This design comes from an exercise in tuning for small area and a short achievable clock period on the open sky130 flow, not from production work. Only simulation tests tie the RTL to the original design; equivalence was not proved. Power is estimated from default activity; no workload was simulated.

`design/flow/design.v`:
```
`timescale 1ns / 1ps
module sc_cpu(
    input             clk,
    input             rst_n,
    output [31:0]     imem_addr,
    input  [31:0]     imem_rdata,
    output [31:0]     dmem_addr,
    output            dmem_re,
    output [3:0]      dmem_wstrb,
    output [31:0]     dmem_wdata,
    input  [31:0]     dmem_rdata
);
    reg        ce;           
    reg [31:0] pc;
    always @(posedge clk or negedge rst_n) begin
        if (~rst_n)
            ce <= 1'b0;
        else
            ce <= 1'b1;
    end
    wire [31:0] inst = imem_rdata;
    wire [4:0]  op   = inst[6:2];        
    wire [2:0]  f3   = inst[14:12];
    wire [4:0]  rd   = inst[11:7];
    wire [4:0]  rs1  = inst[19:15];
    wire [4:0]  rs2  = inst[24:20];
    wire c_hi     = op[4];
    wire c_branch = op[4] & ~op[0];
    wire c_jalr   = op[4] & op[0] & ~op[1];
    wire c_jal    = op[4] & op[1];
    wire c_mem    = ~op[4] & ~op[2];
    wire c_load   = c_mem & ~op[3];
    wire c_store  = c_mem & op[3];
    wire c_upper  = ~op[4] & op[2] & op[0];      
    wire c_lui    = c_upper & op[3];
    wire c_alu    = ~op[4] & op[2] & ~op[0];     
    wire c_rr     = op[3];                       
    wire reg_wr   = ce & ((~c_hi & ~c_store) | c_jal);
    wire [31:0] imm_i = {{20{inst[31]}}, inst[31:20]};
    wire [31:0] imm_s = {{20{inst[31]}}, inst[31:25], inst[11:7]};
    wire [31:0] imm_b = {{20{inst[31]}}, inst[7], inst[30:25], inst[11:8], 1'b0};
    wire [31:0] imm_u = {inst[31:12], 12'b0};
    wire [31:0] imm_j = {{12{inst[31]}}, inst[19:12], inst[20], inst[30:21], 1'b0};
    wire [31:0] wb;
    wire [31:0] rf_q [0:31];
    wire [32*31-1:0] rf_flat;           
    assign rf_q[0] = 32'b0;
    genvar g;
    generate
        for (g = 1; g < 32; g = g + 1) begin : rf
            reg [31:0] q;
            always @(posedge clk) begin
                if (reg_wr && rd == g)
                    q <= wb;
            end
            assign rf_q[g] = q;
            assign rf_flat[32*g-1 -: 32] = q;
        end
    endgenerate
    wire [31:0] sel_a = 32'b1 << rs1;
    wire [31:0] sel_b = 32'b1 << rs2;
    wire [31:0] rs1_v, rs2_v;
    rf_read rd_a (.sel(sel_a[31:1]), .q(rf_flat), .y(rs1_v));
    rf_read rd_b (.sel(sel_b[31:1]), .q(rf_flat), .y(rs2_v));
    integer i;
    wire [31:0] imm_ls = c_store ? imm_s : imm_i;
    wire [31:0] agu    = rs1_v + imm_ls;
    wire [31:0] alu_b   = c_rr ? rs2_v : imm_i;
    wire        do_sub  = c_branch | (f3[1] & ~f3[2]) | (f3 == 3'b000 & c_rr & inst[30]);
    wire [32:0] sum     = {1'b0, rs1_v} + {1'b0, alu_b ^ {32{do_sub}}} + {32'b0, do_sub};
    wire        ltu     = ~sum[32];
    wire        lt      = (rs1_v[31] ^ alu_b[31]) ? rs1_v[31] : ltu;
    wire        eq      = (rs1_v == rs2_v);
    wire [4:0]  shamt   = c_rr ? rs2_v[4:0] : inst[24:20];
    wire        sh_left = ~f3[2];
    reg  [31:0] sh_in, sh_out;
    always @(*) begin
        for (i = 0; i < 32; i = i + 1)
            sh_in[i] = sh_left ? rs1_v[31 - i] : rs1_v[i];
    end
    wire        sh_fill = inst[30] & rs1_v[31] & ~sh_left;
    wire [31:0] sh_1    = shamt[0] ? {{1{sh_fill}},  sh_in[31:1]}  : sh_in;
    wire [31:0] sh_2    = shamt[1] ? {{2{sh_fill}},  sh_1[31:2]}   : sh_1;
    wire [31:0] sh_4    = shamt[2] ? {{4{sh_fill}},  sh_2[31:4]}   : sh_2;
    wire [31:0] sh_8    = shamt[3] ? {{8{sh_fill}},  sh_4[31:8]}   : sh_4;
    wire [31:0] sh_r    = shamt[4] ? {{16{sh_fill}}, sh_8[31:16]}  : sh_8;
    always @(*) begin
        for (i = 0; i < 32; i = i + 1)
            sh_out[i] = sh_r[31 - i];        
    end
    reg [31:0] alu_r;
    always @(*) begin
        case (f3)
            3'b000: alu_r = sum[31:0];
            3'b001: alu_r = sh_out;
            3'b010: alu_r = {31'b0, lt};
            3'b011: alu_r = {31'b0, ltu};
            3'b100: alu_r = rs1_v ^ alu_b;
            3'b101: alu_r = sh_r;
            3'b110: alu_r = rs1_v | alu_b;
            default: alu_r = rs1_v & alu_b;
        endcase
    end
    wire [31:0] pc4     = pc + 32'd4;
    wire [31:0] imm_pc  = c_hi ? (op[1] ? imm_j : imm_b) : imm_u;
    wire [31:0] pc_imm  = pc + imm_pc;
    reg taken;
    always @(*) begin
        case (f3)
            3'b000: taken = eq;
            3'b001: taken = ~eq;
            3'b100: taken = lt;
            3'b101: taken = ~lt;
            3'b110: taken = ltu;
            3'b111: taken = ~ltu;
            default: taken = 1'b0;
        endcase
    end
    wire [31:0] next_pc = ~ce      ? 32'b0 :
                          c_jalr   ? agu :
                          (c_jal | (c_branch & taken)) ? pc_imm : pc4;
    always @(posedge clk) begin
        pc <= next_pc;
    end
    wire [1:0]  la = agu[1:0];
    wire [7:0]  ld_byte = la == 2'd0 ? dmem_rdata[7:0] :
                          la == 2'd1 ? dmem_rdata[15:8] :
                          la == 2'd2 ? dmem_rdata[23:16] : dmem_rdata[31:24];
    wire [15:0] ld_half = (la == 2'd2) ? dmem_rdata[31:16] : dmem_rdata[15:0];
    wire        ld_sx   = ~f3[2];
    reg  [31:0] ld_v;
    always @(*) begin
        if (f3[1])
            ld_v = dmem_rdata;
        else if (f3[0])
            ld_v = {{16{ld_sx & ld_half[15]}}, ld_half};
        else
            ld_v = {{24{ld_sx & ld_byte[7]}}, ld_byte};
    end
    assign wb = c_load  ? ld_v :
                c_jal   ? pc4 :
                c_upper ? (c_lui ? imm_u : pc_imm) :
                alu_r;
    wire st_word = f3[1];
    wire st_half = f3[0] & ~f3[1];
    reg [3:0] wstrb;
    always @(*) begin
        if (st_word)
            wstrb = 4'b1111;
        else if (st_half)
            wstrb = (agu[1:0] == 2'b10) ? 4'b1100 : 4'b0011;
        else
            wstrb = 4'b0001 << agu[1:0];
    end
    assign imem_addr  = pc;
    assign dmem_addr  = agu;
    assign dmem_re    = ce & c_load;
    assign dmem_wstrb = (ce & c_store) ? wstrb : 4'b0000;
    assign dmem_wdata = {st_word ? rs2_v[31:24] : st_half ? rs2_v[15:8] : rs2_v[7:0],
                         st_word ? rs2_v[23:16] : rs2_v[7:0],
                         (st_word | st_half) ? rs2_v[15:8] : rs2_v[7:0],
                         rs2_v[7:0]};
endmodule
module rf_read(
    input  [30:0]     sel,       
    input  [32*31-1:0] q,
    output [31:0]     y
);
    genvar b, k;
    generate
        for (b = 0; b < 32; b = b + 1) begin : bt
            wire [30:0] d;
            for (k = 0; k < 31; k = k + 1) begin : word
                assign d[k] = q[32*k + b];
            end
            rf_read_bit rb (.sel(sel), .d(d), .y(y[b]));
        end
    endgenerate
endmodule
module rf_read_bit(
    input  [30:0] sel,
    input  [30:0] d,
    output        y
);
    wire [10:0] n;
    genvar k;
    generate
        for (k = 0; k < 10; k = k + 1) begin : grp
            rf_aoi222 g (.s(sel[3*k+2:3*k]), .d(d[3*k+2:3*k]), .y(n[k]));
        end
    endgenerate
    assign n[10] = ~(sel[30] & d[30]);
    assign y = ~&n;
endmodule
module rf_aoi222(
    input  [2:0] s,
    input  [2:0] d,
    output       y
);
    assign y = ~((s[0] & d[0]) | (s[1] & d[1]) | (s[2] & d[2]));
endmodule
```
`design/flow/flow/run.sh`:
```
#!/bin/bash
# Layout flow: the standard ORFS flow (standard.sh), with
#  * plain buffers on the ports,
#  * gate sizing not limited to cells of the same footprint,
#  * a clock tree of clkbuf_8 with larger sink clusters and no dummy loads.
set -euo pipefail
bash standard.sh \
  SETUP_SLACK_MARGIN=8 \
  MATCH_CELL_FOOTPRINT=0 \
  "BUFFER_PORTS_ARGS=-buffer_cell sky130_fd_sc_hd__buf_2" \
  "CTS_ARGS=-sink_clustering_enable -repair_clock_nets -buf_list sky130_fd_sc_hd__clkbuf_8 -sink_clustering_size 16 -sink_clustering_max_diameter 60 -dont_use_dummy_load" \
  finish > standard_flow.log 2>&1
```
`design/flow/standard.sh`:
```
#!/bin/bash
# synth_recipe.tcl (not shown) runs the flow's synth.tcl, then flattens the netlist and writes it again
# the make line also repeats each setting of config.mk as NAME=value (left out here)
make -C /OpenROAD-flow-scripts/flow DESIGN_CONFIG=/design/flow/config.mk WORK_HOME=/design/flow/orfs CLKGATE_MAP_FILE= SYNTH_SCRIPT=/design/flow/synth_recipe.tcl "${@:-finish}"
```
`design/flow/config.mk`:
```
export PLATFORM = sky130hd
export DESIGN_NAME = sc_cpu
export DESIGN_NICKNAME = sc_cpu
export VERILOG_FILES = /design/flow/design.v
export SDC_FILE = /design/flow/constraint.sdc
export NUM_CORES = 4
export LEC_CHECK = 0
export CAP_MARGIN = 20
export CORE_MARGIN = 2
export CORE_UTILIZATION = 40
export SLEW_MARGIN = 20
export SYNTH_HIERARCHICAL = 1
```
`design/flow/constraint.sdc`:
```
create_clock -name core_clock -period 18.0 [get_ports {clk}]
set_input_delay 3.6000 -clock core_clock [delete_from_list [all_inputs] [get_ports {clk}]]
set_output_delay 3.6000 -clock core_clock [all_outputs]
set_load 0.01 [all_outputs]
```
==> results of run 1 <==
cell usage in the layout (no fill, tap or decap), drive strengths merged, types with 10 or more instances in the layout:
master	instances
a22oi	10
a211oi	33
nand4	141
nand2	324
dfxtp	32
xor2	98
and3	23
a221oi	22
nand2b	20
buf	577
a21oi	231
mux2i	123
o211ai	31
mux2	20
nor2	237
nand3	77
a222oi	641
nor3	28
o22ai	21
edfxtp	992
o221ai	18
nor2b	16
and2	16
nor4	13
a31oi	34
clkbuf	116
ha	158
a2111o	64
xnor2	76
mux4	18
a21o	48
o21a	12
o21ai	180
inv	95
o21bai	16
cells in the mapped netlist, drive strengths merged, types with 33 or more instances:
master | count | area [um^2]
o21ai | 180 | 904.6
nand4 | 141 | 882.1
a21oi | 231 | 1160
mux2i | 122 | 1241
xor2 | 98 | 858.3
a222oi | 641 | 6416
xnor2 | 76 | 665.6
a2111o | 64 | 720.7
ha | 158 | 1977
a21o | 48 | 360.4
buf | 34 | 165.2
nand2 | 324 | 1216
inv | 100 | 375.4
a211oi | 33 | 247.7
a31oi | 34 | 212.7
edfxtp | 992 | 29790
clkbuf | 107 | 401.6
nor2 | 237 | 889.6
nand3 | 77 | 385.4
Yosys stat by module (local to each module, per instance), excerpt:
module,flip-flops and latches,copies in the design,cells,cell area (um^2)
rf_aoi222,0,640,1,10.01
rf_read_bit,0,64,4,27.53
sc_cpu,1025,1,3267,45000
worst max-delay path: cells and delay by family:
kind            cells  cell delay [ns]
fa+ha+maj           1             0.27
compound gates      4             1.43
buf+inv             6             0.95
xor+xnor            1             0.42
simple gates        7             1.65
state kept, by name (all words and copies together) (netlist names):
| name | cells |
|---|---|
| ce | 1 |
| pc | 32 |
| rf.q | 992 |
area by class of cell:
class,count,area [um^2],share of cell area
timing repair buffer,606,5758,0.08980
inverter,103,407.9,0.006361
clock buffer,87,1197,0.01867
multi-input combinational,2895,24100,0.3758
sequential,1025,30450,0.4749
tap,1755,2196,0.03425
antenna,5,12.51,0.0001951
worst max-delay path by stage:
stage / from / endpoint / cells past startpoint
5_1_grt: imem_rdata[18] / dmem_addr[23] / 21
4_1_cts: imem_rdata[16] / dmem_addr[31] / 18
6_report: imem_rdata[18] / dmem_addr[25] / 19
3_3_place_gp: imem_rdata[19] / dmem_addr[31] / 18
3_5_place_dp: imem_rdata[19] / dmem_addr[31] / 18
2_1_floorplan: imem_rdata[16] / dmem_addr[30] / 17
cell families (layout without fill, tap and decap cells):
group	Yosys count	after routing	synth area share
multiplexers	160	161	0.03527
flip-flops	1025	1025	0.5727
adder cells (fa/ha/maj)	161	161	0.03831
buffers and inverters	244	796	0.01793
other	1	6	0.00007053
XOR/XNOR	174	174	0.02866
AND/OR/NAND/NOR	937	937	0.08252
AO/OA/AOI/OAI	1461	1461	0.2245
metrics by stage:
step | util | hold WS [ns] | worst slack (ns)
finish | 0.4871 | 0.4970 | 6.028
global route | 0.4871 | 0.5262 | 6.174
CTS | 0.4746 | 0.4942 | 6.457
detailed placement | 0.4432 | 0.4863 | 5.113
global placement | 0.4432 | 0.4754 | 5.119
floorplan | - | 0.4928 | 7.430
where the power goes:
| part | leakage, nW | total (mW) | switching, mW | internal (mW) |
|---|---|---|---|---|
| Clock | 0.626 | 1.18 | 0.746 | 0.430 |
| Combinational | 12.5 | 2.09 | 1.39 | 0.703 |
| Sequential | 9.27 | 2.80 | 0.0365 | 2.77 |
| Total | 22.4 | 6.07 | 2.17 | 3.90 |
metal layers:
layer / GRT usage / vias up
li1: - / 19140
met1: 0.4574 / 23510
met2: 0.5237 / 4447
met3: 0.1064 / 905
met4: 0.2452 / 8
met5: 0 / -
repair_timing:
| item | CTS | global route |
|---|---|---|
| setup endpoints to repair | 979 | 127 |
| resized for setup | 352 | 137 |
| gates cloned | 18 | 14 |
| pin swaps | 167 | 156 |
| setup buffers | 130 | 90 |
==> flow_metrics.tcl, run 1 <==
set metrics [dict create \
    run_status "complete, no violations" \
    ys_warn_count 7 \
    die_area_um2 135900 \
    grt_pass1_wl_um 342800 \
    cts-hold-fix-buffers 0 \
    layout-drive-gt1-share 0.2267 \
    cts-buffers-inserted 87 \
    setup_viol 0 \
    cap_viol_max_count 0 \
    synth-seq-area-share 0.5727 \
    cpPeakStageDelay_ns 0.75 \
    wl_met2_um 108400 \
    wl_met1_um 87720 \
    synth_nets 4390 \
    top_layer "met5" \
    final.fill_count 11460 \
    fmax_mhz 83.53 \
    hold_violations 0 \
    avgSynthCellArea_um2 12.77 \
    rr_startpoint "rf[22].q[3]$_DFFE_PP_" \
    place_area_um2 58340 \
    maxSlewViolCount 0 \
    cts_root_buffer "clkbuf_8" \
    cts.sink_count 1025 \
    worst-r2r-setup-slack_ns 11.40 \
    initial_core_util 0.4040 \
    hp-start "pc[0]$_SDFFE_PN0P_" \
    core-area_um2 131600 \
    htree_levels 3 \
    syn_area_um2 53170 \
    wl_per_cell_um 39.86 \
    path_cells "buf_12 > nand2b_4 > buf_12 > nor2_4 > buf_12 > a222oi_1 > nand4_1 > a2111o_1 > buf_12 > ha_4 > nand4_1 > nor4_2 > nand4_1 > a31oi_4 > buf_4 > nor2_4 > o21ai_1 > xor2_1 > buf_2" \
    grt_pass1_vias 44030 \
    total_power_mw 6.067 \
    ios 167 \
    dp_cells 6132 \
    final_cell_area_um2 64120 \
    crit_fanout 7 \
    cp.arrival_ns 8.37 \
    r2r_end "rf[14].q[16]$_DFFE_PP_" \
    hold_path_end "pc[0]$_SDFFE_PN0P_" \
    drc 0 \
    cp-end-kind "output port" \
    die_h_um 368.6 \
    required_ns 14.40 \
    cp-start-kind "input port" \
    ff2ff_path_depth 22 \
    grt_max_degree 51 \
    min_path_type "flip-flop to flip-flop" \
    rsz0062_at_grt "true" \
    final_antenna_net_count 0 \
    antenna_found_initial 14 \
    place.gp.congestion 1.027 \
    synth_seq_cells 1025 \
    holdPathStages 2 \
    gr-total-overflow 0 \
    fin_worst_skew_ns 0.1598 \
    place_hpwl_um 156000 \
    wl_met3_um 40430 \
    nNetsFinal 4945 \
    tns_ns 0 \
    firstDrtPassIters 14 \
    period_needed_ns 11.97 \
    path_class "input port to output port" \
    synthFlopType "edfxtp_1" \
    track_usage 0.3585 \
    dieWidth_um 368.6 \
    drtIter0Drc 11830 \
    rows 133 \
    netlist_instances 4163 \
    p_leak_nw 22.39 \
    timing.slew.headroom 0.1791 \
    crit_path_frequent_cell "buf_12" \
    ys_types 90 \
    slowest_stage "nand4_1" \
    vias 48010 \
    wl_um 258100 \
    tritoncts "yes" \
    viasPerCell 7.414 \
    cts.path.max_buffers 3 \
    io_buffers 164 \
    tightest_slew_ns 1.231 \
    final_cells 6476 \
    insertion_delay_ns 0.87 \
    irDropWorstVdd_mv 0.06084 \
    synth_edf_count 992 \
    path_clk_slew_ns 0.07 \
    p_per_area_nw_per_um2 94.62 \
    synthArstFlopShare 0.0009756 \
    post-route-period-util 0.6651 \
    areaGrowthSynthToFinish_pct 20.59 \
]
==> run 2, diff against run 1 <==
--- a/design/flow/flow/run.sh
+++ b/design/flow/flow/run.sh
@@ -5,7 +5,7 @@
 #  * a clock tree of clkbuf_8 with larger sink clusters and no dummy loads.
 set -euo pipefail
 bash standard.sh \
-  SETUP_SLACK_MARGIN=8 \
+  SETUP_SLACK_MARGIN=10 \
   MATCH_CELL_FOOTPRINT=0 \
   "BUFFER_PORTS_ARGS=-buffer_cell sky130_fd_sc_hd__buf_2" \
   "CTS_ARGS=-sink_clustering_enable -repair_clock_nets -buf_list sky130_fd_sc_hd__clkbuf_8 -sink_clustering_size 16 -sink_clustering_max_diameter 60 -dont_use_dummy_load" \
--- a/design/flow/config.mk
+++ b/design/flow/config.mk
@@ -10,3 +10,4 @@
 export CORE_UTILIZATION = 40
 export SLEW_MARGIN = 20
 export SYNTH_HIERARCHICAL = 1
+export TNS_END_PERCENT = 0
==> run 2 against run 1 <==
Still clean on timing, DRC and antenna. Power down 3.1%. Core utilization shrank 2.4 points. Clock power about the same. Global-route usage shrank 1.2 points. Maximum frequency up 0.77%. Register-to-register slack worse by 0.73 ns. Die area unchanged. Wire length down 5.0%. Clock skew is 0.041 ns lower. Critical path type unchanged.
==> flow_metrics.tcl, run 2 <==
set metrics [dict create \
    ff2ff_path_depth 19 \
    crit_family "compound AO/OA/AOI/OAI gates" \
    cpPeakStageDelay_ns 0.62 \
    required_ns 14.40 \
    synthFlopType "edfxtp_1" \
    ios 167 \
    path_class "input port to output port" \
    layout-drive-gt1-share 0.1755 \
    final_common_cell "edfxtp_1" \
    grt_pass1_wl_um 333000 \
    cts-buffers-inserted 83 \
    final_antenna_net_count 0 \
    gr-total-overflow 0 \
    synth_seq_cells 1025 \
    yosysTopAreaCell "edfxtp_1" \
    hold_violations 0 \
    die_h_um 368.6 \
    worst-r2r-setup-slack_ns 10.67 \
    irDropWorstVdd_mv 0.06640 \
    synth_top_area_share 0.5602 \
    cts_root_buffer "clkbuf_8" \
    drtIter0Drc 11260 \
    core-area_um2 131600 \
    synth_area_leaders "edfxtp_1, a222oi_1, ha_1" \
    rsz0062_at_grt "true" \
    period_needed_ns 11.88 \
    critical_path.endpoint "dmem_addr[24]" \
    critical_path.startpoint "imem_rdata[15]" \
    rows 133 \
    synth-seq-area-share 0.5727 \
    wl_um 245100 \
    grt_pass1_vias 42850 \
    grt_max_degree 62 \
    dieWidth_um 368.6 \
    cap_viol_max_count 0 \
    vias 46990 \
    cts.path.max_buffers 3 \
    io_buffers 164 \
    tightest_slew_ns 1.268 \
    synth_common_cells "edfxtp_1, a222oi_1, nand2_1" \
    antenna_found_initial 16 \
    slowest_stage "nand4_1" \
    initial_core_util 0.4040 \
    crit_buf_inv 6 \
    insertion_delay_ns 0.84 \
    path_clk_slew_ns 0.07 \
    cp-end-kind "output port" \
    syn_area_um2 53170 \
    place_hpwl_um 153700 \
    avgSynthCellArea_um2 12.77 \
    htree_levels 3 \
    die_area_um2 135900 \
    track_usage 0.3461 \
    areaGrowthSynthToFinish_pct 14.74 \
    nNetsFinal 4792 \
    r2r_end "pc[29]$_SDFF_PN0_" \
    hp-start "pc[0]$_SDFFE_PN0P_" \
    place.gp.congestion 1.016 \
    fmax_mhz 84.17 \
    viasPerCell 7.431 \
    synthArstFlopShare 0.0009756 \
    fin_worst_skew_ns 0.1191 \
    min_path_type "flip-flop to flip-flop" \
    maxSlewViolCount 0 \
    top_regs "rf.q: 992 flops, pc: 32 flops, ce: 1 flops" \
    final_cell_mix "edfxtp_1, a222oi_1, nand2_1" \
    yosysMostFrequentCell "edfxtp_1" \
    synth_edf_count 992 \
    rr_startpoint "rf[28].q[1]$_DFFE_PP_" \
    setup_viol 0 \
    cp.arrival_ns 8.28 \
    cts-hold-fix-buffers 0 \
    ys_types 90 \
    firstDrtPassIters 13 \
    path_cells "buf_12 > nand3b_1 > buf_4 > nor2_4 > buf_12 > a222oi_1 > nand4_1 > a2111o_1 > buf_6 > ha_4 > nand4_1 > buf_4 > nor2_1 > o2111ai_4 > nand2_1 > a31oi_1 > xnor2_1 > buf_2" \
    tns_ns 0 \
    drc 0 \
    largest_register "rf.q" \
    cts.sink_count 1025 \
    netlist_instances 4163 \
    cp-start-kind "input port" \
    cp_num_cells 18 \
    p_leak_nw 21.10 \
    run_status "complete, no violations" \
    largest_reg_flops 992 \
    ys_warn_count 7 \
    crit_fanout 32 \
    wl_per_cell_um 38.76 \
    timing.slew.headroom 0.1530 \
    synth_nets 4390 \
    tritoncts "yes" \
    post-route-period-util 0.6600 \
    utilization 0.4635 \
    p_per_area_nw_per_um2 96.31 \
]
## run 2: how the worst min path moves through the flow
stage | endpoint | slack (ns) | depth (start not counted)
global route | pc[0]$_SDFFE_PN0P_ | 0.63 | 2
CTS | pc[0]$_SDFFE_PN0P_ | 0.57 | 2
floorplan | pc[0]$_SDFFE_PN0P_ | 0.49 | 2
finish | pc[0]$_SDFFE_PN0P_ | 0.58 | 2
global placement | pc[0]$_SDFFE_PN0P_ | 0.55 | 2
detailed placement | pc[0]$_SDFFE_PN0P_ | 0.56 | 2
## run 2: final cells by class
class	instances	area [um^2]
Antenna cell	6	15.01
Clock buffer	83	1142
Fill cell	11900	70620
Inverter	103	390.4
Multi-Input combinational cell	2894	23190
Sequential cell	1025	30450
Tap cell	1755	2196
Timing Repair Buffer	458	3622
## run 2: modules after synthesis, one instance, submodules excluded, a selection
module,flops+latches,cell area [um^2]
sc_cpu,1025,45000
rf_read_bit,0,27.53
rf_aoi222,0,10.01
## run 2: per-stage QoR
step / std cells / instance area, um^2 / hold slack (ns) / setup WS [ns] / power, mW
detailed placement: 6126 / 58030 / 0.5588 / 4.820 / 4.587
floorplan: 4163 / 53520 / 0.4928 / 7.385 / 3.816
global placement: 6126 / 58030 / 0.5542 / 4.862 / 4.576
finish: 6324 / 61010 / 0.5778 / 6.119 / 5.876
global route: 6321 / 61000 / 0.6286 / 6.151 / 6.019
CTS: 6298 / 60750 / 0.5713 / 6.488 / 5.781
## run 2: worst register-to-register path, cell delays in order (launching register included)
cell and delay [ns]:
edfxtp_1 0.39, a222oi_1 0.42, nand4_1 0.39, a2111o_1 0.72, mux2i_4 0.23, buf_4 0.39
inv_1 0.08, buf_4 0.30, xnor2_1 0.36, fa_1 0.29, nand3_1 0.13, a211oi_1 0.64
a32o_1 0.33, nor3_4 0.09, o311ai_1 0.47, a21oi_1 0.18, a311oi_4 0.59, o21a_1 0.77
a21oi_1 0.17, a32o_1 0.25
## run 2: repair_timing
action,CTS,global route
gates resized for setup,168,13
setup buffers,78,19
gates cloned,11,0
endpoints found under the setup margin,1092,1092
pin swaps,85,28
## run 2: kinds of logic (layout without fill, tap and decap cells)
family | after synthesis | in the layout | share of synthesized area
mux | 160 | 160 | 0.03527
xor+xnor | 174 | 174 | 0.02866
fa+ha+maj | 161 | 161 | 0.03831
flops | 1025 | 1025 | 0.5727
buf+inv | 244 | 644 | 0.01793
simple gates | 937 | 937 | 0.08252
other cells | 1 | 7 | 0.00007053
compound gates | 1461 | 1461 | 0.2245
## run 2: per-layer routing
metal	part of all wire	up-vias	GRT usage
met4	0.070	14	0.2046
met2	0.43	4152	0.5145
met1	0.35	23300	0.4502
li1	-	18850	-
met5	0.00041	-	0
met3	0.15	688	0.09737
## run 2: power by group
group          internal [mW]  total (mW)  switching, mW
registers               2.77        2.80         0.0350
logic                  0.591        1.92           1.33
clock network          0.412        1.16          0.746
==> run 3, diff against run 2 <==
--- a/design/flow/config.mk
+++ b/design/flow/config.mk
@@ -5,9 +5,9 @@
 export SDC_FILE = /design/flow/constraint.sdc
 export NUM_CORES = 4
 export LEC_CHECK = 0
-export CAP_MARGIN = 20
+export CAP_MARGIN = 5
 export CORE_MARGIN = 2
 export CORE_UTILIZATION = 40
-export SLEW_MARGIN = 20
+export SLEW_MARGIN = 5
 export SYNTH_HIERARCHICAL = 1
 export TNS_END_PERCENT = 0
==> run 3 against run 2 <==
Non-clock buffer count is 5 lower. Clock power about the same. First-iteration DRC count up 2.4%. Maximum frequency down 1.6%.
==> flow_metrics.tcl, run 3 <==
set metrics [dict create \
    grt_pass1_vias 42630 \
    power_switching_mw 2.095 \
    synth_common_cells "edfxtp_1, a222oi_1, nand2_1" \
    fin_hold_ws_ns 0.5806 \
    rr_startpoint "rf[25].q[2]$_DFFE_PP_" \
    track_usage 0.3447 \
    initial_core_util 0.4040 \
    place.gp.congestion 1.016 \
    wl_met2_um 104700 \
    tritoncts "yes" \
    final_antenna_net_count 0 \
    rsz0062_at_grt "true" \
    layout-drive-gt1-share 0.1722 \
    r2r_end "rf[21].q[16]$_DFFE_PP_" \
    p_per_area_nw_per_um2 96.01 \
    htree_levels 3 \
    final_common_cell "edfxtp_1" \
    cp_num_cells 18 \
    antenna_found_initial 20 \
    rows 133 \
    synth_top_area_share 0.5602 \
    die_area_um2 135900 \
    fmax_mhz 82.85 \
    final_cells 6319 \
    final_cell_area_um2 60930 \
    min_path_type "flip-flop to flip-flop" \
    wl_per_cell_um 38.76 \
    synth_seq_cells 1025 \
    dieWidth_um 368.6 \
    run_status "complete, no violations" \
    total_power_mw 5.850 \
    ys_warn_count 7 \
    cts.sink_count 1025 \
    place_hpwl_um 153700 \
    synthArstFlopShare 0.0009756 \
    switching_share 0.3581 \
    top_layer "met5" \
    avgSynthCellArea_um2 12.77 \
    cap_viol_max_count 0 \
    synth_area_leaders "edfxtp_1, a222oi_1, ha_1" \
    syn_area_um2 53170 \
    final_cell_mix "edfxtp_1, a222oi_1, nand2_1" \
    largest_reg_flops 992 \
    wl_met1_um 87100 \
    hold_path_end "pc[0]$_SDFFE_PN0P_" \
    cp-end-kind "output port" \
    largest_register "rf.q" \
    drtIter0Drc 11520 \
    cp.arrival_ns 8.47 \
    final.fill_count 11900 \
    drc 0 \
    grt_max_degree 62 \
    vias 46850 \
    die_h_um 368.6 \
    cts.path.max_buffers 3 \
    wl_met3_um 35280 \
    tightest_slew_ns 1.384 \
    synth_edf_count 992 \
    holdPathStages 2 \
    path_class "input port to output port" \
    worst-r2r-setup-slack_ns 10.54 \
    firstDrtPassIters 13 \
    io_buffers 164 \
    synth-seq-area-share 0.5727 \
    cts-hold-fix-buffers 0 \
    cts_root_buffer "clkbuf_8" \
    crit_family "compound AO/OA/AOI/OAI gates" \
    cpPeakStageDelay_ns 0.84 \
    internal-power_mw 3.755 \
    yosysTopAreaCell "edfxtp_1" \
    wl_um 244900 \
    slowest_stage "a2111o_2" \
    top_regs "rf.q: 992 flops, pc: 32 flops, ce: 1 flops" \
    maxSlewViolCount 0 \
    p_leak_nw 21.08 \
    fin_worst_skew_ns 0.1056 \
    core-area_um2 131600 \
    path_cells "buf_12 > nand3b_1 > buf_6 > nor2_4 > buf_12 > a222oi_1 > nand4_1 > a2111o_2 > ha_4 > a21oi_4 > o21ai_2 > a221o_1 > a41oi_2 > a21oi_2 > nand3b_1 > buf_4 > o211ai_1 > buf_2" \
    timing.slew.headroom 0.07492 \
    setup_viol 0 \
    ff2ff_path_depth 19 \
    gr-total-overflow 0 \
    synth_nets 4390 \
    yosysMostFrequentCell "edfxtp_1" \
    dp_cells 6126 \
    tns_ns 0 \
    grt_pass1_wl_um 332100 \
    insertion_delay_ns 0.82 \
    hold_violations 0 \
    viasPerCell 7.414 \
    clkPwrFrac 0.198 \
    cts-buffers-inserted 83 \
    comb_power_share 0.324 \
    cp-start-kind "input port" \
    nNetsFinal 4787 \
    synthFlopType "edfxtp_1" \
    ios 167 \
    crit_buf_inv 5 \
    required_ns 14.40 \
    period_needed_ns 12.07 \
    areaGrowthSynthToFinish_pct 14.60 \
    irDropWorstVdd_mv 0.06616 \
    hp-start "pc[0]$_SDFFE_PN0P_" \
    ys_types 90 \
    post-route-period-util 0.6705 \
    crit_fanout 16 \
    path_clk_slew_ns 0.07 \
    netlist_instances 4163 \
    place_area_um2 58030 \
    p_seq_frac 0.479 \
]
==> run 3: cell counts after synthesis <==
Identical to the previous run, type by type.
==> run 3: worst max-delay path by stage <==
stage                               end            from  slack (ns)
after floorplan           dmem_addr[30]  imem_rdata[16]        7.38
after global placement    dmem_addr[29]  imem_rdata[19]        4.86
after detailed placement  dmem_addr[29]  imem_rdata[19]        4.82
after CTS                 dmem_addr[28]  imem_rdata[17]        6.45
after global routing      dmem_addr[29]  imem_rdata[15]        5.91
final                     dmem_addr[28]  imem_rdata[16]        5.93
==> run 3: Yosys stat by module, one instance, submodules excluded, excerpt <==
module,area (um^2),cells,flops+latches
rf_aoi222,10.01,1,0
rf_read_bit,27.53,4,0
sc_cpu,45000,3267,1025
==> run 3: per-stage QoR <==
step                      worst slack [ns]    util
after floorplan                      7.385       -
after global placement               4.862  0.4408
after detailed placement             4.820  0.4408
after CTS                            6.451  0.4595
after global routing                 5.909  0.4628
final                                5.930  0.4629
==> run 3: power by group through the flow <==
stage                     Clock (mW)  Sequential, mW  Combinational [mW]
after floorplan                    0            2.85               0.963
after global placement             0            2.85                1.72
after detailed placement           0            2.85                1.73
after CTS                       1.16            2.80                1.81
after global routing            1.24            2.80                1.95
final                           1.16            2.80                1.89
==> run 3: cell families after synthesis <==
family / after synthesis / share of synthesized area
AND/OR/NAND/NOR: 937 / 0.08252
XOR/XNOR: 174 / 0.02866
AO/OA/AOI/OAI: 1461 / 0.2245
multiplexers: 160 / 0.03527
buffers and inverters: 244 / 0.01793
flip-flops: 1025 / 0.5727
other: 1 / 0.00007053
adder cells (fa/ha/maj): 161 / 0.03831
==> run 3: tightest hold or removal path: stages, from the launching register on <==
cell	delay, ns
dfxtp_1	0.39
nand2_1	0.09
a21oi_1	0.06
==> run 3: metal layers <==
metal  vias to the layer above  GRT usage
met3                       749    0.09090
met1                     23170     0.4534
met5                         -          0
met2                      4096     0.5123
li1                      18810          -
met4                        18     0.2015
==> run 3: area by class of cell <==
class,instances,area (um^2),share of cell area
antenna,6,15.01,0.0002464
clock buffer,83,1142,0.01875
inverter,103,390.4,0.006406
multi-input combinational,2894,23130,0.3797
sequential,1025,30450,0.4998
tap,1755,2196,0.03604
timing repair buffer,453,3602,0.05912
==> run 3: timing repair <==
| item | 4_1_cts | 5_1_grt |
|---|---|---|
| pin swaps | 67 | 15 |
| setup buffers | 62 | 30 |
| gates cloned | 9 | 3 |
| gates resized for setup | 144 | 10 |
| endpoints found under the setup margin | 1092 | 1092 |
==> run 4, diff against run 3 <==
==> design/flow/config.mk (replaced) <==
export PLATFORM = sky130hd
export DESIGN_NAME = sc_cpu
export DESIGN_NICKNAME = sc_cpu
export VERILOG_FILES = /design/flow/design.v
export SDC_FILE = /design/flow/constraint.sdc
export NUM_CORES = 4
export LEC_CHECK = 0
export CAP_MARGIN = 20
export CORE_MARGIN = 2
export CORE_UTILIZATION = 46
export SLEW_MARGIN = 20
export SYNTH_HIERARCHICAL = 1
export TNS_END_PERCENT = 0
==> run 4 against run 3 <==
Critical path type unchanged. Clock power about the same. Via count decreased by 0.82%. Clock skew decreased by 0.0098 ns. Area after synthesis unchanged. Sequential share of layout area increased by 0.26 points. Non-clock buffer count decreased by 27. Flip-flop and latch count unchanged.
==> flow_metrics.tcl, run 4 <==
set metrics [dict create \
    run_status "complete, no violations" \
    final.fill_count 9875 \
    p_leak_nw 20.99 \
    firstDrtPassIters 13 \
    synth_top_area_share 0.5602 \
    final_cell_area_um2 60620 \
    final_cells 6057 \
    syn_area_um2 53170 \
    vias 46460 \
    drtIter0Drc 10820 \
    setup_viol 0 \
    nNetsFinal 4765 \
    die_h_um 344.0 \
    place_area_um2 57650 \
    dp_cells 5871 \
    die_area_um2 118300 \
    largest_register "rf.q" \
    fmax_mhz 85.92 \
    wl_met2_um 102300 \
    netlist_instances 4163 \
    cts-hold-fix-buffers 0 \
    synth_seq_cells 1025 \
    cts.sink_count 1025 \
    synthArstFlopShare 0.0009756 \
    ys_warn_count 7 \
    gr-total-overflow 0 \
    path_clk_slew_ns 0.06 \
    rsz0062_at_grt "true" \
    dieWidth_um 344.0 \
    top_layer "met5" \
    cap_viol_max_count 0 \
    fin_worst_skew_ns 0.09579 \
    grt_pass1_vias 42380 \
    hold_violations 0 \
    cts_root_buffer "clkbuf_8" \
    place.gp.congestion 1.063 \
    required_ns 14.40 \
    utilization 0.5294 \
    grt_max_degree 60 \
    ys_types 90 \
    htree_levels 3 \
    cp-start-kind "input port" \
    cts.path.max_buffers 3 \
    grt_pass1_wl_um 327100 \
    cp.arrival_ns 8.04 \
    crit_fanout 32 \
    tritoncts "yes" \
    fin_hold_ws_ns 0.5416 \
    yosysMostFrequentCell "edfxtp_1" \
    total_power_mw 5.889 \
    ios 167 \
    layout-drive-gt1-share 0.1733 \
    synth-seq-area-share 0.5727 \
    synth_common_cells "edfxtp_1, a222oi_1, nand2_1" \
    post-route-period-util 0.6466 \
    cts-buffers-inserted 88 \
    period_needed_ns 11.64 \
    synth_edf_count 992 \
    avgSynthCellArea_um2 12.77 \
    areaGrowthSynthToFinish_pct 14.01 \
    final_antenna_net_count 0 \
    drc 0 \
    fin_ws_ns 6.362 \
    final_cell_mix "edfxtp_1, a222oi_1, nand2_1" \
    wl_met1_um 85760 \
    insertion_delay_ns 0.79 \
    synth_nets 4390 \
    wl_met3_um 34660 \
    p_per_area_nw_per_um2 97.15 \
    min_path_type "flip-flop to flip-flop" \
    worst-r2r-setup-slack_ns 10.51 \
    maxSlewViolCount 0 \
    synth_area_leaders "edfxtp_1, a222oi_1, ha_1" \
    track_usage 0.3939 \
    initial_core_util 0.4644 \
    wl_per_cell_um 39.93 \
    rows 124 \
    path_class "input port to output port" \
    tns_ns 0 \
    viasPerCell 7.671 \
    synthFlopType "edfxtp_1" \
    dp_slack_ns 4.770 \
    io_buffers 164 \
    place_hpwl_um 153700 \
    yosysTopAreaCell "edfxtp_1" \
    tightest_slew_ns 1.242 \
    timing.slew.headroom 0.1697 \
    irDropWorstVdd_mv 0.07406 \
    top_regs "rf.q: 992 flops, pc: 32 flops, ce: 1 flops" \
    final_common_cell "edfxtp_1" \
    wl_um 241800 \
    largest_reg_flops 992 \
    cp-end-kind "output port" \
    antenna_found_initial 6 \
    core-area_um2 114500 \
]
## run 4: cell types whose count changed in the layout (fill, tap and decap cells not counted), sizes merged
cell / delta
buf: -22
diode: +3
## run 4: critical path, stage by stage
cell and delay [ns]:
buf_12 0.13, or3b_4 0.30, nor2_4 0.06, buf_12 0.19
a222oi_1 0.40, nand4_1 0.51, a2111o_2 0.65, ha_4 0.35
nand4_1 0.18, buf_6 0.19, nor3_4 0.13, a22oi_2 0.09
a31oi_4 0.28, o2111ai_4 0.18, nand3b_1 0.21, a41oi_2 0.17
xnor2_2 0.22, buf_2 0.16
## run 4: where the power goes
part | total, mW | internal (mW) | switching (mW)
Sequential | 2.80 | 2.77 | 0.0358
Clock | 1.17 | 0.436 | 0.732
Combinational | 1.92 | 0.588 | 1.33
Total | 5.89 | 3.79 | 2.10
## run 4: timing repair
action,CTS,global route
gates cloned,5,2
pin swaps,96,65
gates resized for setup,168,40
setup buffers,67,13
endpoints found under the setup margin,1092,1092
## run 4: cell type report
class / instances / area [um^2] / area share
Clock buffer: 88 / 1211 / 0.01998
Timing Repair Buffer: 426 / 3353 / 0.05532
Sequential cell: 1025 / 30450 / 0.5024
Antenna cell: 9 / 22.52 / 0.0003715
Tap cell: 1512 / 1892 / 0.03121
Multi-Input combinational cell: 2894 / 23300 / 0.3843
Inverter: 103 / 390.4 / 0.006440
## run 4: worst paths after layout
| check | start | endpoint | cells after the start |
|---|---|---|---|
| worst min register to register | pc[0]$_SDFFE_PN0P_ | pc[0]$_SDFFE_PN0P_ | 2 |
| min in group asynchronous | rst_n | ce$_DFF_PN0_ | 1 |
| max in group asynchronous | rst_n | ce$_DFF_PN0_ | 1 |
| worst max-delay path | imem_rdata[16] | dmem_addr[29] | 18 |
| worst min-delay path | pc[0]$_SDFFE_PN0P_ | pc[0]$_SDFFE_PN0P_ | 2 |
| worst max register to register | rf[25].q[2]$_DFFE_PP_ | pc[14]$_SDFF_PN0_ | 19 |
## run 4: routing by layer
layer,up-vias,track usage
li1,18790,-
met1,22780,0.5210
met2,4150,0.5786
met3,737,0.09904
met4,2,0.2531
met5,-,0
## run 4: per-module statistics from Yosys, one instance, submodules excluded, excerpt
module | cells | cell area, um^2 | times used
sc_cpu | 3267 | 45000 | 1
rf_read_bit | 4 | 27.53 | 64
rf_aoi222 | 1 | 10.01 | 640
## run 4: cell families after synthesis
| group | count (synthesis) | share of synthesized area |
|---|---|---|
| buf+inv | 244 | 0.01793 |
| fa+ha+maj | 161 | 0.03831 |
| compound gates | 1461 | 0.2245 |
| xor+xnor | 174 | 0.02866 |
| flops | 1025 | 0.5727 |
| mux | 160 | 0.03527 |
| simple gates | 937 | 0.08252 |
| other cells | 1 | 0.00007053 |
==> run 5, diff against run 4 <==
--- a/design/flow/config.mk
+++ b/design/flow/config.mk
@@ -7,7 +7,7 @@
 export LEC_CHECK = 0
 export CAP_MARGIN = 20
 export CORE_MARGIN = 2
-export CORE_UTILIZATION = 46
+export CORE_UTILIZATION = 52
 export SLEW_MARGIN = 20
 export SYNTH_HIERARCHICAL = 1
 export TNS_END_PERCENT = 0
==> run 5 against run 4 <==
Synthesized cell count stayed put. Global-route usage up 5.7 points. Largest cell class unchanged. Worst setup slack got worse by 0.093 ns. Sequential share of layout area is 0.40 points higher. Critical path type unchanged. Area after synthesis is the same. Register-to-register slack better by 0.09 ns. Via count rose by 0.95%. Wire length up 0.56%. Cell count shrank 2.7%. Worst hold slack worse by 0.0080 ns. Design area down 0.79%.
==> flow_metrics.tcl, run 5 <==
set metrics [dict create \
    tightest_slew_ns 1.317 \
    rr_startpoint "rf[1].q[1]$_DFFE_PP_" \
    path_cells "buf_12 > nand2b_4 > buf_12 > nor2_4 > buf_12 > a222oi_1 > nand4_1 > a2111o_1 > buf_8 > ha_4 > nand4_1 > buf_4 > nor3_2 > a22oi_2 > a31oi_4 > o2111ai_2 > buf_4 > a31oi_1 > o22ai_1 > xnor2_2 > buf_2" \
    dp_slack_ns 4.992 \
    min_path_type "flip-flop to flip-flop" \
    p_leak_nw 20.85 \
    final_common_cell "edfxtp_1" \
    rows 117 \
    synth_area_leaders "edfxtp_1, a222oi_1, ha_1" \
    die_area_um2 104800 \
    yosysMostFrequentCell "edfxtp_1" \
    htree_levels 3 \
    timing.slew.headroom 0.1217 \
    firstDrtPassIters 13 \
    synth_seq_cells 1025 \
    irDropWorstVdd_mv 0.07888 \
    synth_top_area_share 0.5602 \
    place.gp.congestion 1.053 \
    grt_pass1_vias 43190 \
    areaGrowthSynthToFinish_pct 13.10 \
    layout-drive-gt1-share 0.1688 \
    avgSynthCellArea_um2 12.77 \
    fmax_mhz 85.25 \
    setup_viol 0 \
    holdPathStages 2 \
    maxSlewViolCount 0 \
    cts.sink_count 1025 \
    synthArstFlopShare 0.0009756 \
    place_hpwl_um 156900 \
    path_class "input port to output port" \
    crit_path_frequent_cell "buf_12" \
    ios 167 \
    die_h_um 323.8 \
    cts-buffers-inserted 87 \
    cap_viol_max_count 0 \
    grt_pass1_wl_um 330400 \
    wl_um 243200 \
    ys_types 90 \
    synth_nets 4390 \
    grt_max_degree 54 \
    rsz0062_at_grt "true" \
    dieWidth_um 323.8 \
    cp-end-kind "output port" \
    synth_common_cells "edfxtp_1, a222oi_1, nand2_1" \
    ff2ff_path_depth 20 \
    yosysTopAreaCell "edfxtp_1" \
    syn_area_um2 53170 \
    hold_path_end "pc[0]$_SDFFE_PN0P_" \
    largest_register "rf.q" \
    track_usage 0.4510 \
    run_status "complete, no violations" \
    final_antenna_net_count 0 \
    vias 46900 \
    hold_violations 0 \
    fin_worst_skew_ns 0.09902 \
    cpPeakStageDelay_ns 0.53 \
    fin_hold_ws_ns 0.5336 \
    synthFlopType "edfxtp_1" \
    drtIter0Drc 11640 \
    cp.arrival_ns 8.13 \
    insertion_delay_ns 0.79 \
    synth-seq-area-share 0.5727 \
    worst-r2r-setup-slack_ns 10.60 \
    largest_reg_flops 992 \
    period_needed_ns 11.73 \
    post-route-period-util 0.6517 \
    viasPerCell 7.956 \
    p_per_area_nw_per_um2 97.66 \
    required_ns 14.40 \
    drc 0 \
    cp-start-kind "input port" \
    tns_ns 0 \
    slowest_stage "a2111o_1" \
    total_power_mw 5.873 \
    hp-start "pc[0]$_SDFFE_PN0P_" \
    r2r_end "rf[30].q[31]$_DFFE_PP_" \
    cts-hold-fix-buffers 0 \
    antenna_found_initial 13 \
    crit_fanout 16 \
    top_regs "rf.q: 992 flops, pc: 32 flops, ce: 1 flops" \
    cts.path.max_buffers 3 \
    initial_core_util 0.5234 \
    path_clk_slew_ns 0.06 \
    netlist_instances 4163 \
    wl_per_cell_um 41.26 \
    fin_ws_ns 6.269 \
    cts_root_buffer "clkbuf_8" \
    final_cell_mix "edfxtp_1, a222oi_1, nand2_1" \
    ys_warn_count 7 \
    gr-total-overflow 0 \
    io_buffers 164 \
    synth_edf_count 992 \
    tritoncts "yes" \
    core-area_um2 101600 \
    nNetsFinal 4750 \
]
-- run 5: report_power, final --
group	total (mW)	internal [mW]	switching (mW)
logic	1.90	0.584	1.32
clock network	1.17	0.431	0.738
registers	2.80	2.77	0.0369
-- run 5: area by class of cell --
class | count | area [um^2]
fillers | 8375 | 41460
well taps | 1368 | 1712
clock buffers | 87 | 1197
inverters | 103 | 389.1
diodes | 6 | 15.01
repair buffers | 412 | 3109
flip-flops and latches | 1025 | 30450
multi-input cells | 2894 | 23260
-- run 5: cells by family (layout without fill, tap and decap cells) --
group,after synthesis,in the layout,synth area share
compound gates,1461,1461,0.2245
flops,1025,1025,0.5727
simple gates,937,937,0.08252
buf+inv,244,602,0.01793
xor+xnor,174,174,0.02866
fa+ha+maj,161,161,0.03831
mux,160,160,0.03527
other cells,1,7,0.00007053
-- run 5: how the worst max path moves through the flow --
stage / from / endpoint / slack [ns]
floorplan: imem_rdata[16] / dmem_addr[30] / 7.38
global placement: imem_rdata[19] / dmem_addr[29] / 5.04
detailed placement: imem_rdata[18] / dmem_addr[28] / 4.99
CTS: imem_rdata[16] / dmem_addr[28] / 6.61
global route: imem_rdata[16] / dmem_addr[29] / 6.25
finish: imem_rdata[18] / dmem_addr[31] / 6.27
-- run 5: metrics by stage --
stage,std cells,utilization,instance area (um^2)
after global placement,5737,0.5662,57520
after CTS,5867,0.5875,59690
final,5895,0.5919,60140
after floorplan,4163,-,53520
after global routing,5892,0.5919,60130
after detailed placement,5737,0.5662,57520
-- run 5: Yosys stat by module (local to each module, per instance), excerpt --
module / area [um^2] / flops+latches / times used / cells
sc_cpu: 45000 / 1025 / 1 / 3267
rf_read_bit: 27.53 / 0 / 64 / 4
rf_aoi222: 10.01 / 0 / 640 / 1
-- run 5: metal layers --
| metal | vias up | GRT usage | part of all wire |
|---|---|---|---|
| met5 | - | 0 | 0.00023 |
| met4 | 6 | 0.2919 | 0.081 |
| met3 | 910 | 0.1472 | 0.15 |
| met2 | 4275 | 0.6663 | 0.43 |
| met1 | 22960 | 0.5705 | 0.34 |
| li1 | 18750 | - | - |
-- run 5: critical path, delay by kind of cell --
family | cells | cell delay [ns]
XOR/XNOR | 1 | 0.26
buffers and inverters | 7 | 1.16
adder cells (fa/ha/maj) | 1 | 0.29
AO/OA/AOI/OAI | 7 | 1.76
AND/OR/NAND/NOR | 5 | 1.01
-- run 5: timing repair --
| item | 4_1_cts | 5_1_grt |
|---|---|---|
| resized for setup | 145 | 40 |
| pin swaps | 69 | 57 |
| cloned | 0 | 3 |
| setup endpoints to repair | 1092 | 1092 |
| setup buffers | 43 | 18 |
==> run 6, diff against run 5 <==
==> design/flow/run.sh (new file) <==
#!/bin/bash
# synth_recipe.tcl (not shown) runs the flow's synth.tcl, then flattens the netlist and writes it again
# the make line also repeats each setting of config.mk as NAME=value (left out here)
make -C /OpenROAD-flow-scripts/flow DESIGN_CONFIG=/design/flow/config.mk WORK_HOME=/design/flow/orfs CLKGATE_MAP_FILE= SYNTH_SCRIPT=/design/flow/synth_recipe.tcl finish
--- a/design/flow/config.mk
+++ b/design/flow/config.mk
@@ -7,7 +7,10 @@
 export LEC_CHECK = 0
 export CAP_MARGIN = 20
 export CORE_MARGIN = 2
-export CORE_UTILIZATION = 52
+export CORE_UTILIZATION = 40
+export CTS_BUF_LIST = sky130_fd_sc_hd__clkbuf_8
+export CTS_CLUSTER_DIAMETER = 60
+export CTS_CLUSTER_SIZE = 16
+export SETUP_SLACK_MARGIN = 5
 export SLEW_MARGIN = 20
 export SYNTH_HIERARCHICAL = 1
-export TNS_END_PERCENT = 0
removed: design/flow/flow/run.sh
removed: design/flow/standard.sh
==> run 6 against run 5 <==
Critical path depth decreased by 1. Non-clock buffer count shrank 26. Critical path type unchanged. Maximum frequency fell by 9.8%. Sequential share of layout area decreased by 0.61 points. Critical endpoint is now dmem_addr[29]. Worst hold slack improved by 0.022 ns. Clock skew rose by 0.023 ns. Power up 3.7%. Design area up 1.2%. Via count decreased by 1.2%. Wire length is 0.96% higher. Cell count rose by 7.1%. Die area is 30% higher. Largest power group unchanged.
==> flow_metrics.tcl, run 6 <==
set metrics [dict create \
    final_common_cell "edfxtp_1" \
    synthFlopType "edfxtp_1" \
    path_clk_slew_ns 0.09 \
    cap_viol_max_count 0 \
    grt_max_degree 49 \
    netlist_instances 4163 \
    nNetsFinal 4724 \
    synth_top_family_by_area "compound AO/OA/AOI/OAI gates" \
    die_area_um2 135900 \
    cp.arrival_ns 9.40 \
    setup_viol 0 \
    timing.slew.headroom 0.2405 \
    path_class "input port to output port" \
    place_hpwl_um 159600 \
    top_regs "rf.q: 992 flops, pc: 32 flops, ce: 1 flops" \
    hold_violations 0 \
    gr-total-overflow 0 \
    cp-end-kind "output port" \
    ff2ff_path_depth 20 \
    ys_types 90 \
    grt_pass1_wl_um 332700 \
    period_needed_ns 13.00 \
    irDropWorstVdd_mv 0.06464 \
    wl_met1_um 87780 \
    syn_area_um2 53170 \
    run_status "complete, no violations" \
    ys_warn_count 7 \
    wl_met2_um 104400 \
    holdPathStages 2 \
    cts.path.max_buffers 3 \
    synthArstFlopShare 0.0009756 \
    dp_cells 6140 \
    crit_fanout 32 \
    total_power_mw 6.088 \
    wl_um 245500 \
    dieWidth_um 368.6 \
    yosysMostFrequentCell "edfxtp_1" \
    synth_mux_area_frac 0.03527 \
    maxSlewViolCount 0 \
    cpPeakStageDelay_ns 0.58 \
    die_h_um 368.6 \
    cp-start-kind "input port" \
    synth_top_area_share 0.5602 \
    synth_area_leaders "edfxtp_1, a222oi_1, ha_1" \
    min_path_type "flip-flop to flip-flop" \
    fmax_mhz 76.91 \
    initial_core_util 0.4040 \
    final_cell_mix "edfxtp_1, a222oi_1, nand2_1" \
    drc 0 \
    track_usage 0.3464 \
    drtIter0Drc 11760 \
    crit_path_frequent_cell "buf_4" \
    tns_ns 0 \
    synthSimpleGateAreaFrac 0.08252 \
    top_layer "met5" \
    yosysTopAreaCell "edfxtp_1" \
    rsz0062_at_grt "false" \
    p_per_area_nw_per_um2 100.0 \
    core-area_um2 131600 \
    synth_fa_ha_area_frac 0.03831 \
    vias 46330 \
    path_cells "clkbuf_4 > nand2b_4 > buf_4 > buf_4 > nor2_4 > buf_4 > a222oi_1 > nand4_1 > a2111o_1 > buf_4 > ha_1 > nor3_1 > nor3_1 > a22oi_1 > a31oi_4 > o2111ai_2 > nand3b_1 > a41oi_1 > xnor2_2 > clkdlybuf4s50_1" \
    areaGrowthSynthToFinish_pct 14.48 \
    synth-seq-area-share 0.5727 \
    io_buffers 164 \
    required_ns 14.40 \
    p_leak_nw 20.72 \
    largest_register "rf.q" \
    place.gp.congestion 1.018 \
    insertion_delay_ns 0.88 \
    wl_met3_um 34490 \
    synth_compound_area_frac 0.2245 \
    cts-buffers-inserted 86 \
    synthXorXnorAreaFrac 0.02866 \
    rows 133 \
    htree_levels 3 \
    tritoncts "yes" \
    grt_pass1_vias 42340 \
    wl_per_cell_um 38.90 \
    cts_root_buffer "clkbuf_8" \
    cts.sink_count 1025 \
    firstDrtPassIters 13 \
    final_antenna_net_count 0 \
    synth_seq_cells 1025 \
    slowest_stage "clkdlybuf4s50_1" \
    ios 167 \
    avgSynthCellArea_um2 12.77 \
    post-route-period-util 0.7223 \
    antenna_found_initial 21 \
    final_cells 6312 \
    viasPerCell 7.340 \
    synth_nets 4390 \
    largest_reg_flops 992 \
    synth_edf_count 992 \
    synth_common_cells "edfxtp_1, a222oi_1, nand2_1" \
    final.fill_count 11910 \
    layout-drive-gt1-share 0.1239 \
    tightest_slew_ns 1.136 \
    cts-hold-fix-buffers 0 \
    fin_worst_skew_ns 0.1220 \
]
[run 6: path summary, 6_finish.rpt]
kind / from / endpoint / slack [ns]
min: pc[0]$_SDFFE_PN0P_ / pc[0]$_SDFFE_PN0P_ / 0.56
max: imem_rdata[18] / dmem_addr[29] / 5.00
max in group asynchronous: rst_n / ce$_DFF_PN0_ / 14.95
min reg2reg: pc[0]$_SDFFE_PN0P_ / pc[0]$_SDFFE_PN0P_ / 0.56
max reg2reg: rf[19].q[2]$_DFFE_PP_ / rf[19].q[31]$_DFFE_PP_ / 10.42
min in group asynchronous: rst_n / ce$_DFF_PN0_ / 2.95
[run 6: cell type report]
class	count	area [um^2]	area share
Antenna cell	12	30.03	0.0004933
Clock buffer	87	1197	0.01967
Clock inverter	49	471.7	0.007749
Inverter	103	386.6	0.006351
Multi-Input combinational cell	2895	22830	0.3751
Sequential cell	1025	30450	0.5003
Tap cell	1755	2196	0.03607
Timing Repair Buffer	386	3303	0.05426
[run 6: per-stage QoR]
step,hold slack [ns],util,area (um^2),worst slack [ns]
after CTS,0.5495,0.4611,60690,4.980
after global routing,0.6161,0.4623,60850,5.002
after detailed placement,0.5346,0.4468,58810,3.438
final,0.5551,0.4624,60870,4.999
after floorplan,0.4928,-,53170,6.511
after global placement,0.5172,0.4468,58810,3.433
[run 6: worst max-delay path, delay by kind of cell]
kind,cells,cell delay (ns)
AO/OA/AOI/OAI,6,1.96
XOR/XNOR,1,0.19
adder cells (fa/ha/maj),1,0.42
buffers and inverters,6,1.75
AND/OR/NAND/NOR,6,1.40
[run 6: per-module statistics from Yosys (local to each module, per instance), excerpt]
module       cells  flops+latches
rf_aoi222        1              0
rf_read_bit      4              0
sc_cpu        3267           1025
[run 6: per-layer routing]
layer / up-vias / global-route usage
met3: 666 / 0.08629
met5: - / 0.001425
met2: 3925 / 0.5134
met1: 22980 / 0.4542
met4: 22 / 0.2173
li1: 18740 / -
[run 6: report_power, final]
part	total [mW]	switching (mW)	internal (mW)	leakage, nW
combinational	1.90	1.30	0.601	10.6
clock	1.38	0.838	0.541	0.853
sequential	2.81	0.0411	2.77	9.27
total	6.09	2.18	3.91	20.7
[run 6: repair_timing]
action | CTS | global route
buffers inserted | 15 | 8
resized for setup | 42 | 31
pin swaps | 9 | 10
setup endpoints to repair | 28 | 18
cloned | 0 | 1
[run 6: cells by family after synthesis]
group / Yosys count
XOR/XNOR: 174
AO/OA/AOI/OAI: 1461
AND/OR/NAND/NOR: 937
buffers and inverters: 244
multiplexers: 160
other: 1
adder cells (fa/ha/maj): 161
flip-flops: 1025
==> run 7, diff against run 6 <==
--- a/design/flow/design.v
+++ b/design/flow/design.v
@@ -59,9 +59,11 @@
     endgenerate
     wire [31:0] sel_a = 32'b1 << rs1;
     wire [31:0] sel_b = 32'b1 << rs2;
-    wire [31:0] rs1_v, rs2_v;
-    rf_read rd_a (.sel(sel_a[31:1]), .q(rf_flat), .y(rs1_v));
-    rf_read rd_b (.sel(sel_b[31:1]), .q(rf_flat), .y(rs2_v));
+    wire [31:0] rs1_v, rs2_v, rs1_n, rs2_n;
+    rf_read rd_a (.sel(sel_a[31:1]), .q(rf_flat), .y_n(rs1_n));
+    rf_read rd_b (.sel(sel_b[31:1]), .q(rf_flat), .y_n(rs2_n));
+    assign rs1_v = ~rs1_n;
+    assign rs2_v = ~rs2_n;
     integer i;
     wire [31:0] imm_ls = c_store ? imm_s : imm_i;
     wire [31:0] agu    = rs1_v + imm_ls;
@@ -164,7 +166,7 @@
 module rf_read(
     input  [30:0]     sel,       
     input  [32*31-1:0] q,
-    output [31:0]     y
+    output [31:0]     y_n        
 );
     genvar b, k;
     generate
@@ -173,16 +175,17 @@
             for (k = 0; k < 31; k = k + 1) begin : word
                 assign d[k] = q[32*k + b];
             end
-            rf_read_bit rb (.sel(sel), .d(d), .y(y[b]));
+            rf_read_bit rb (.sel(sel), .d(d), .y_n(y_n[b]));
         end
     endgenerate
 endmodule
 module rf_read_bit(
     input  [30:0] sel,
     input  [30:0] d,
-    output        y
+    output        y_n
 );
     wire [10:0] n;
+    wire [2:0]  h;
     genvar k;
     generate
         for (k = 0; k < 10; k = k + 1) begin : grp
@@ -190,7 +193,16 @@
         end
     endgenerate
     assign n[10] = ~(sel[30] & d[30]);
-    assign y = ~&n;
+    rf_nand4 c0 (.a(n[3:0]), .y(h[0]));
+    rf_nand4 c1 (.a(n[7:4]), .y(h[1]));
+    rf_nand3 c2 (.a(n[10:8]), .y(h[2]));
+    assign y_n = ~|h;
+endmodule
+module rf_nand4(input [3:0] a, output y);
+    assign y = ~&a;
+endmodule
+module rf_nand3(input [2:0] a, output y);
+    assign y = ~&a;
 endmodule
 module rf_aoi222(
     input  [2:0] s,
==> design/flow/flow/run.sh (new file) <==
#!/bin/bash
# Layout flow: the standard ORFS flow (standard.sh), with
#  * plain buffers on the ports,
#  * gate sizing not limited to cells of the same footprint,
#  * a clock tree of clkbuf_8 with larger sink clusters and no dummy loads.
set -euo pipefail
bash standard.sh \
  SETUP_SLACK_MARGIN=10 \
  MATCH_CELL_FOOTPRINT=0 \
  "BUFFER_PORTS_ARGS=-buffer_cell sky130_fd_sc_hd__buf_2" \
  "CTS_ARGS=-sink_clustering_enable -repair_clock_nets -buf_list sky130_fd_sc_hd__clkbuf_8 -sink_clustering_size 16 -sink_clustering_max_diameter 60 -dont_use_dummy_load" \
  finish > standard_flow.log 2>&1
==> design/flow/standard.sh (new file) <==
#!/bin/bash
# synth_recipe.tcl (not shown) runs the flow's synth.tcl, then flattens the netlist and writes it again
# the make line also repeats each setting of config.mk as NAME=value (left out here)
make -C /OpenROAD-flow-scripts/flow DESIGN_CONFIG=/design/flow/config.mk WORK_HOME=/design/flow/orfs CLKGATE_MAP_FILE= SYNTH_SCRIPT=/design/flow/synth_recipe.tcl "${@:-finish}"
==> design/flow/config.mk (replaced) <==
export PLATFORM = sky130hd
export DESIGN_NAME = sc_cpu
export DESIGN_NICKNAME = sc_cpu
export VERILOG_FILES = /design/flow/design.v
export SDC_FILE = /design/flow/constraint.sdc
export NUM_CORES = 4
export LEC_CHECK = 0
export CAP_MARGIN = 20
export CORE_MARGIN = 2
export CORE_UTILIZATION = 40
export SLEW_MARGIN = 20
export SYNTH_HIERARCHICAL = 1
export TNS_END_PERCENT = 0
removed: design/flow/run.sh
==> run 7 against run 6 <==
Worst hold slack got worse by 0.064 ns. Clock power fell by 14%. Critical path depth fell by 4. Die area rose by 0.82%. First-iteration DRC count fell by 9.3%. Flip-flop and latch count did not move. Synthesized cell count rose by 2.3%. Largest power group unchanged.
==> flow_metrics.tcl, run 7 <==
set metrics [dict create \
    viasPerCell 7.295 \
    cap_viol_max_count 0 \
    avgSynthCellArea_um2 12.59 \
    ios 167 \
    period_needed_ns 11.99 \
    synth_top_area_share 0.5556 \
    synth_edf_count 992 \
    dp_slack_ns 4.389 \
    synthFlopType "edfxtp_1" \
    final_cell_mix "edfxtp_1, a222oi_1, nand2_1" \
    yosysMostFrequentCell "edfxtp_1" \
    firstDrtPassIters 13 \
    largest_reg_flops 992 \
    synth_common_cells "edfxtp_1, a222oi_1, nand2_1" \
    post-route-period-util 0.6660 \
    ys_warn_count 7 \
    irDropWorstVdd_mv 0.06611 \
    die_area_um2 137000 \
    hold_violations 0 \
    path_class "input port to output port" \
    die_h_um 370.1 \
    crit_family "simple AND/OR/NAND/NOR gates" \
    htree_levels 3 \
    min_path_type "flip-flop to flip-flop" \
    vias 46780 \
    tritoncts "yes" \
    seq_area_um2 30450 \
    fin_hold_ws_ns 0.4908 \
    layout-drive-gt1-share 0.1759 \
    cp.arrival_ns 8.39 \
    wl_per_cell_um 37.86 \
    maxSlewViolCount 0 \
    ys_types 86 \
    drtIter0Drc 10660 \
    initial_core_util 0.4022 \
    fin_worst_skew_ns 0.1536 \
    slowest_stage "nor3_2" \
    final_common_cell "edfxtp_1" \
    final_cells 6413 \
    io_buffers 164 \
    grt_max_degree 56 \
    nNetsFinal 4868 \
    fmax_mhz 83.42 \
    netlist_instances 4259 \
    grt_pass1_wl_um 329000 \
    drc 0 \
    final.fill_count 12140 \
    top_regs "rf.q: 992 flops, pc: 32 flops, ce: 1 flops" \
    cts-buffers-inserted 87 \
    wl_um 242800 \
    crit_fanout 16 \
    core-area_um2 133300 \
    tns_ns 0 \
    synth_nets 4485 \
    synth_seq_cells 1025 \
    cp-end-kind "output port" \
    cts.path.max_buffers 3 \
    total_power_mw 5.772 \
    antenna_found_initial 9 \
    tightest_slew_ns 1.185 \
    synth_area_leaders "edfxtp_1, a222oi_1, ha_1" \
    rsz0062_at_grt "true" \
    path_clk_slew_ns 0.06 \
    worst-r2r-setup-slack_ns 10.33 \
    multi_input_area_um2 23270 \
    p_per_area_nw_per_um2 94.25 \
    gr-total-overflow 0 \
    final_antenna_net_count 0 \
    dieWidth_um 370.1 \
    p_leak_nw 20.69 \
    setup_viol 0 \
    dp_cells 6239 \
    syn_area_um2 53610 \
    grt_pass1_vias 43070 \
    track_usage 0.3394 \
    largest_register "rf.q" \
    cpPeakStageDelay_ns 0.74 \
    timing.slew.headroom 0.2073 \
    synthArstFlopShare 0.0009756 \
    place.gp.congestion 1.030 \
    cts.sink_count 1025 \
    areaGrowthSynthToFinish_pct 14.23 \
    cp-start-kind "input port" \
    crit_buf_inv 5 \
    run_status "complete, no violations" \
    cts_root_buffer "clkbuf_8" \
    fin_ws_ns 6.012 \
    path_cells "buf_8 > or3b_4 > nor2_4 > buf_4 > clkbuf_16 > a222oi_1 > nand4_1 > nor3_2 > inv_1 > ha_1 > nand4_1 > or3_1 > a21oi_1 > o22ai_1 > xnor2_2 > buf_2" \
    place_hpwl_um 155100 \
    required_ns 14.40 \
    yosysTopAreaCell "edfxtp_1" \
    rows 134 \
    crit_path_frequent_cell "nand4_1" \
    synth-seq-area-share 0.5680 \
    insertion_delay_ns 0.85 \
]
## run 7: cell types whose count changed after synthesis, moves of 23 or more
cell	previous run	this run
a2111o_1	64	2
a21oi_1	230	181
inv_1	99	127
nand2_1	324	290
nand3_1	77	147
nor2_1	237	260
nor3_2	0	65
xor2_1	98	75
## run 7: per-module statistics from Yosys, one instance, submodules excluded, excerpt
module | times used | cell area [um^2] | cells inside | flip-flops and latches
sc_cpu | 1 | 45210 | 3299 | 1025
rf_read_bit | 64 | 13.76 | 2 | 0
rf_aoi222 | 640 | 10.01 | 1 | 0
rf_nand4 | 128 | 6.256 | 1 | 0
rf_nand3 | 64 | 5.005 | 1 | 0
## run 7: logic make-up after synthesis
family,after synthesis,synth area share
mux,142,0.03256
simple gates,1094,0.1031
compound gates,1395,0.2111
other cells,1,0.00006994
buf+inv,272,0.01956
xor+xnor,169,0.02761
fa+ha+maj,161,0.03795
flops,1025,0.5680
## run 7: worst min-delay path, cell delays in order (launching register included)
cell and delay [ns]:
dfxtp_1 0.33, nand2_1 0.06, a21oi_1 0.05
## run 7: repair_timing
| item | CTS | global route |
|---|---|---|
| endpoints found under the setup margin | 1092 | 1092 |
| resized for setup | 101 | 65 |
| cloned | 7 | 6 |
| pin swaps | 35 | 62 |
| hold buffers | 0 | 0 |
| setup buffers | 46 | 23 |
## run 7: metrics by stage
step	area (um^2)	utilization
4_1_cts	60590	0.4546
3_5_place_dp	58440	0.4384
5_1_grt	61240	0.4594
6_report	61250	0.4595
3_3_place_gp	58430	0.4384
2_1_floorplan	53870	-
## run 7: cell type report
| cell class | instances | share of cell area |
|---|---|---|
| Clock buffer | 87 | 0.01955 |
| Multi-Input combinational cell | 2962 | 0.3799 |
| Tap cell | 1768 | 0.03612 |
| Sequential cell | 1025 | 0.4973 |
| Inverter | 128 | 0.007947 |
| Timing Repair Buffer | 438 | 0.05898 |
| Antenna cell | 5 | 0.0002043 |
## run 7: final timing paths
kind,startpoint,end,cells after the start
worst max-delay path,imem_rdata[17],dmem_addr[31],16
worst min-delay path,pc[0]$_SDFFE_PN0P_,pc[0]$_SDFFE_PN0P_,2
worst max register to register,rf[1].q[2]$_DFFE_PP_,rf[28].q[29]$_DFFE_PP_,21
worst min register to register,pc[0]$_SDFFE_PN0P_,pc[0]$_SDFFE_PN0P_,2
max in group asynchronous,rst_n,ce$_DFF_PN0_,1
min in group asynchronous,rst_n,ce$_DFF_PN0_,1
## run 7: routing by layer
metal / GRT usage / wire length [um] / vias up / share of wire
met1: 0.4388 / 86360 / 23010 / 0.36
met5: 0 / 41 / - / 0.00017
met2: 0.5029 / 102400 / 4047 / 0.42
met4: 0.2129 / 18590 / 6 / 0.077
li1: - / - / 19040 / -
met3: 0.09454 / 35430 / 680 / 0.15
## run 7: report_power, final
group	internal (mW)	switching (mW)
sequential	2.76	0.0388
clock	0.430	0.750
combinational	0.554	1.24

-- afterwards: timing with drivers on the ports --
In the flow no input, the clock included, has a driving cell. The finished layouts below were timed again as built, in two steps. Step 1 sets driving cells, clkbuf_16 on the clock port and buf_2 on the other inputs (assumed; they add their load-dependent delay and slew). Step 2 also shifts input and output timing later by t, the mid clock arrival at the registers, as if the neighbouring blocks saw the same clock. Three values: ideal ports, drivers, drivers and shift; two values: the first two.
run	t (ns)	slack for setup (ns)	latest minus earliest clock arrival (ns)	worst slew at a driven data input, ns	pins driven straight from the clock port
run 1	0.861	6.028 / 5.894 / 5.894	0.160 / 0.160	0.24	1
run 2	0.851	6.119 / 5.972 / 5.557	0.119 / 0.119	0.24	1
run 3	0.838	5.930 / 5.854 / 5.438	0.105 / 0.105	0.18	1
run 4	0.812	6.362 / 6.146 / 5.547	0.096 / 0.096	0.23	1
run 5	0.819	6.269 / 6.200 / 5.570	0.099 / 0.099	0.08	1
run 6	0.900	4.999 / 4.968 / 4.719	0.122 / 0.122	0.18	1
run 7	0.846	6.012 / 5.874 / 5.442	0.154 / 0.154	0.22	1
After both steps setup and hold are still met in every run listed. For run 4, which loses most, drivers alone change the setup slack by -0.216 ns; drivers and shift together by -0.815 ns.
